What follows belongs to an exercise in optimizing a design on an open flow for small area and few clock cycles per item; a production flow would make more cautious choices.
In this exercise RTL edits were held to simulation tests only and were not proved equivalent to the original.
Power is estimated from default activity; no workload was simulated.

==> flow/design.v (excerpt) <==
module IS42S16320D(
  input            ipClk,  
  input            ipReset,
  input      [24:0]ipAddress,
  input      [ 1:0]ipByteEnable,
  output reg       opWaitRequest,
  input      [15:0]ipWriteData,
  input            ipWrite,
  input            ipRead,
  output reg [15:0]opReadData,
  output reg       opReadDataValid,
  output           opCKE,
  output reg       opnCS,
  output reg       opnRAS,
  output reg       opnCAS,
  output reg       opnWE,
  output reg [12:0]opA,
  output reg [ 1:0]opBA,
  output reg [ 1:0]opDQM,
  output reg [15:0]opDQ,
  output reg       opDQ_en,
  input      [15:0]ipDQ
);
Size: ~240 cells after synthesis, about 120 I/O pins.
==> module IS42S16320D, before the edit <==
module IS42S16320D(
  input            ipClk,  
  input            ipReset,
  input      [24:0]ipAddress,
  input      [ 1:0]ipByteEnable,
  output reg       opWaitRequest,
  input      [15:0]ipWriteData,
  input            ipWrite,
  input            ipRead,
  output reg [15:0]opReadData,
  output reg       opReadDataValid,
  output           opCKE,
  output reg       opnCS,
  output reg       opnRAS,
  output reg       opnCAS,
  output reg       opnWE,
  output reg [12:0]opA,
  output reg [ 1:0]opBA,
  output reg [ 1:0]opDQM,
  output reg [15:0]opDQ,
  output reg       opDQ_en,
  input      [15:0]ipDQ
);
assign opCKE = 1'b1;
reg [ 9:0]RefreshCount;
reg [ 4:0]InitCount;     
reg       Busy;          
reg [ 1:0]RasWait;       
reg [ 3:0]BankOpen;
reg [ 3:0]BankCur;       
reg [12:0]RowOpen;
reg [ 3:0]ReadPipe;      
wire Tick     = &RefreshCount;
wire Window   = ~|RefreshCount[9:5] & ~(RefreshCount[4] & |RefreshCount[3:0]);
wire Slot5    = ~|RefreshCount[9:4] & (RefreshCount[3:0] == 4'd5);
wire Slot11   = ~|RefreshCount[9:4] & (RefreshCount[3:0] == 4'd11);
wire Ready    = InitCount[4];
wire InitRef  = InitCount[3] & (InitCount[2] ^ (InitCount[1] & InitCount[0]));
wire InitMRS  = ~InitCount[4] & (&InitCount[3:0]);
wire Active   = InitRef | InitMRS | Ready;
wire Request  = ipRead | ipWrite;
wire [1:0]Bank = ipAddress[11:10];
wire RowHit   = ipAddress[24:12] == RowOpen;
wire AnyOpen  = |BankOpen;
wire BankHit  = BankCur[Bank] & RowHit;
wire Serve    = Ready & ~Window & Request & ~Busy;
wire WriteOk  = ~ReadPipe[2] & ~ReadPipe[3] & (~ReadPipe[0] | &ipByteEnable);
wire NeedPre  = Serve & BankOpen[Bank] & ~BankHit;
wire DoRW     = Serve & BankHit & (ipRead | WriteOk);
wire DoAct    = Serve & ~BankOpen[Bank];
wire DoPre    = ((Active & Window & AnyOpen & ~Busy) | NeedPre) & ~|RasWait;
wire DoRef    = (InitRef | Ready) & (Slot5 | Slot11);
wire DoMRS    = InitMRS & Slot5;
always @(*) begin
  opWaitRequest   = ~DoRW & (Request | ~Ready);
  opReadData      = ipDQ;
  opReadDataValid = ReadPipe[2];
  opnCS  = 1'b0;
  opnRAS = ~(DoAct | DoPre | DoRef | DoMRS);
  opnCAS = ~(DoRW | DoRef | DoMRS);
  opnWE  = ~((DoRW & ipWrite) | DoPre | DoMRS);
  opBA        = Bank & {2{Ready}};
  opA[12:11]  = ipAddress[24:23] & {2{Ready}};
  opA[10]     = DoPre | (Ready & ~BankOpen[Bank] & ipAddress[22]);
  opA[ 9: 0]  = ~Ready  ? 10'h030 :
                BankHit ? ipAddress[9:0] : ipAddress[21:12];
  opDQ    = ipWriteData;
  opDQM   = ~ipByteEnable & {2{~ReadPipe[0]}};
  opDQ_en = ipWrite & ~ReadPipe[2] & ~ReadPipe[3];
end
always @(posedge ipClk) begin
  if(ipReset) begin
    InitCount    <= 0;
    BankOpen     <= 4'hF;  
  end else begin
    if(Tick & ~Ready) InitCount <= InitCount + 1'b1;
    if(DoPre) begin
      BankOpen <= 4'h0;
      BankCur  <= 4'h0;
    end else if(DoAct) begin
      BankOpen[Bank] <= 1'b1;
      if(RowHit) BankCur[Bank] <= 1'b1;
      else       BankCur       <= 4'h1 << Bank;
    end
  end
  RefreshCount <= RefreshCount + 1'b1;
  Busy <= DoAct | DoPre;
  if(DoAct)                RasWait <= 2'd3;
  else if(DoRW & ipWrite)  RasWait <= 2'd1;
  else if(|RasWait)        RasWait <= RasWait - 1'b1;
  ReadPipe <= {ReadPipe[2:0], DoRW & ipRead};
  if(DoAct) RowOpen <= ipAddress[24:12];
end
endmodule
make LEC_CHECK=0 CAP_MARGIN=20 CORE_MARGIN=2 CORE_UTILIZATION=40 SLEW_MARGIN=20 finish   # period 10.0 ns
run.sh (not shown) runs the stock make flow with config.mk's settings and CLKGATE_MAP_FILE= SYNTH_SCRIPT=/design/flow/synth_recipe.tcl, a recipe that flattens the netlist after the stock synthesis.
The first run completed without violations.
Testbench counts at the start, summed over its fixed seeds: cycles 66,518, items 24,000.
==> next run, changes <==
--- a/flow/design.v
+++ b/flow/design.v
@@ -23,9 +23,8 @@
 );
 assign opCKE = 1'b1;
 reg [ 9:0]RefreshCount;
 reg [ 4:0]InitCount;     
-reg       Busy;          
 reg [ 1:0]RasWait;       
 reg [ 3:0]BankOpen;
 reg [ 3:0]BankCur;       
 reg [12:0]RowOpen;
@@ -42,27 +41,31 @@
 wire [1:0]Bank = ipAddress[11:10];
 wire RowHit   = ipAddress[24:12] == RowOpen;
 wire AnyOpen  = |BankOpen;
 wire BankHit  = BankCur[Bank] & RowHit;
+wire Busy     = &RasWait;
 wire Serve    = Ready & ~Window & Request & ~Busy;
 wire WriteOk  = ~ReadPipe[2] & ~ReadPipe[3] & (~ReadPipe[0] | &ipByteEnable);
 wire NeedPre  = Serve & BankOpen[Bank] & ~BankHit;
 wire DoRW     = Serve & BankHit & (ipRead | WriteOk);
 wire DoAct    = Serve & ~BankOpen[Bank];
 wire DoPre    = ((Active & Window & AnyOpen & ~Busy) | NeedPre) & ~|RasWait;
+wire [3:0]Stale   = BankOpen & ~BankCur;
+wire [1:0]StaleBank = {~Stale[0] & ~Stale[1], ~Stale[0] & (Stale[1] | ~Stale[2])};
+wire DoPreS   = Ready & Busy & |Stale;
 wire DoRef    = (InitRef | Ready) & (Slot5 | Slot11);
 wire DoMRS    = InitMRS & Slot5;
 always @(*) begin
   opWaitRequest   = ~DoRW & (Request | ~Ready);
   opReadData      = ipDQ;
   opReadDataValid = ReadPipe[2];
   opnCS  = 1'b0;
-  opnRAS = ~(DoAct | DoPre | DoRef | DoMRS);
+  opnRAS = ~(DoAct | DoPre | DoPreS | DoRef | DoMRS);
   opnCAS = ~(DoRW | DoRef | DoMRS);
-  opnWE  = ~((DoRW & ipWrite) | DoPre | DoMRS);
-  opBA        = Bank & {2{Ready}};
+  opnWE  = ~((DoRW & ipWrite) | DoPre | DoPreS | DoMRS);
+  opBA        = DoPreS ? StaleBank : Bank & {2{Ready}};
   opA[12:11]  = ipAddress[24:23] & {2{Ready}};
-  opA[10]     = DoPre | (Ready & ~BankOpen[Bank] & ipAddress[22]);
+  opA[10]     = DoPre | (DoAct & ipAddress[22]);
   opA[ 9: 0]  = ~Ready  ? 10'h030 :
                 BankHit ? ipAddress[9:0] : ipAddress[21:12];
   opDQ    = ipWriteData;
   opDQM   = ~ipByteEnable & {2{~ReadPipe[0]}};
@@ -76,17 +79,18 @@
     if(Tick & ~Ready) InitCount <= InitCount + 1'b1;
     if(DoPre) begin
       BankOpen <= 4'h0;
       BankCur  <= 4'h0;
+    end else if(DoPreS) begin
+      BankOpen[StaleBank] <= 1'b0;
     end else if(DoAct) begin
       BankOpen[Bank] <= 1'b1;
       if(RowHit) BankCur[Bank] <= 1'b1;
       else       BankCur       <= 4'h1 << Bank;
     end
   end
   RefreshCount <= RefreshCount + 1'b1;
-  Busy <= DoAct | DoPre;
-  if(DoAct)                RasWait <= 2'd3;
+  if(DoAct | DoPre)        RasWait <= 2'd3;
   else if(DoRW & ipWrite)  RasWait <= 2'd1;
   else if(|RasWait)        RasWait <= RasWait - 1'b1;
   ReadPipe <= {ReadPipe[2:0], DoRW & ipRead};
   if(DoAct) RowOpen <= ipAddress[24:12];
Result:
- count of clock-buffer cells in the layout is unchanged
- worst hold slack hardly moves
- power climbs by 4.3%
- sequential share of layout area drops by 1.5 points
- wire length climbs by 8.9%
- setup slack is worse by 0.15 ns
- maximum frequency drops by 2.1%
Testbench counts after the change, summed over its fixed seeds: cycles 61,009, items 24,000.

## what the ideal ports hide
Ports are ideal in the flow. The routed layouts listed here were re-timed in OpenROAD.
Step 1: set_driving_cell puts a clkbuf_16 on ipClk and a buf_2 on each other input, an assumption about the parent block.
Step 2 adds t to the input delays and takes it off the output delays; t is the mean of the earliest and latest rising clock arrival at the registers after step 1. Input paths then give back, and output paths get back, about the clock's delay inside the block.
Three values: ideal ports, drivers, drivers and shift; two values: the first two.
run	shift t [ns]	setup slack, ns	worst setup path after step 2
the first run	0.314	2.993 / 2.973 / 2.973	input to output
the second run	0.325	2.844 / 2.818 / 2.818	input to output
After both steps setup and hold are still met in every run listed. For the second run, which loses most, drivers alone change the setup slack by -0.026 ns; drivers and shift together by -0.026 ns.
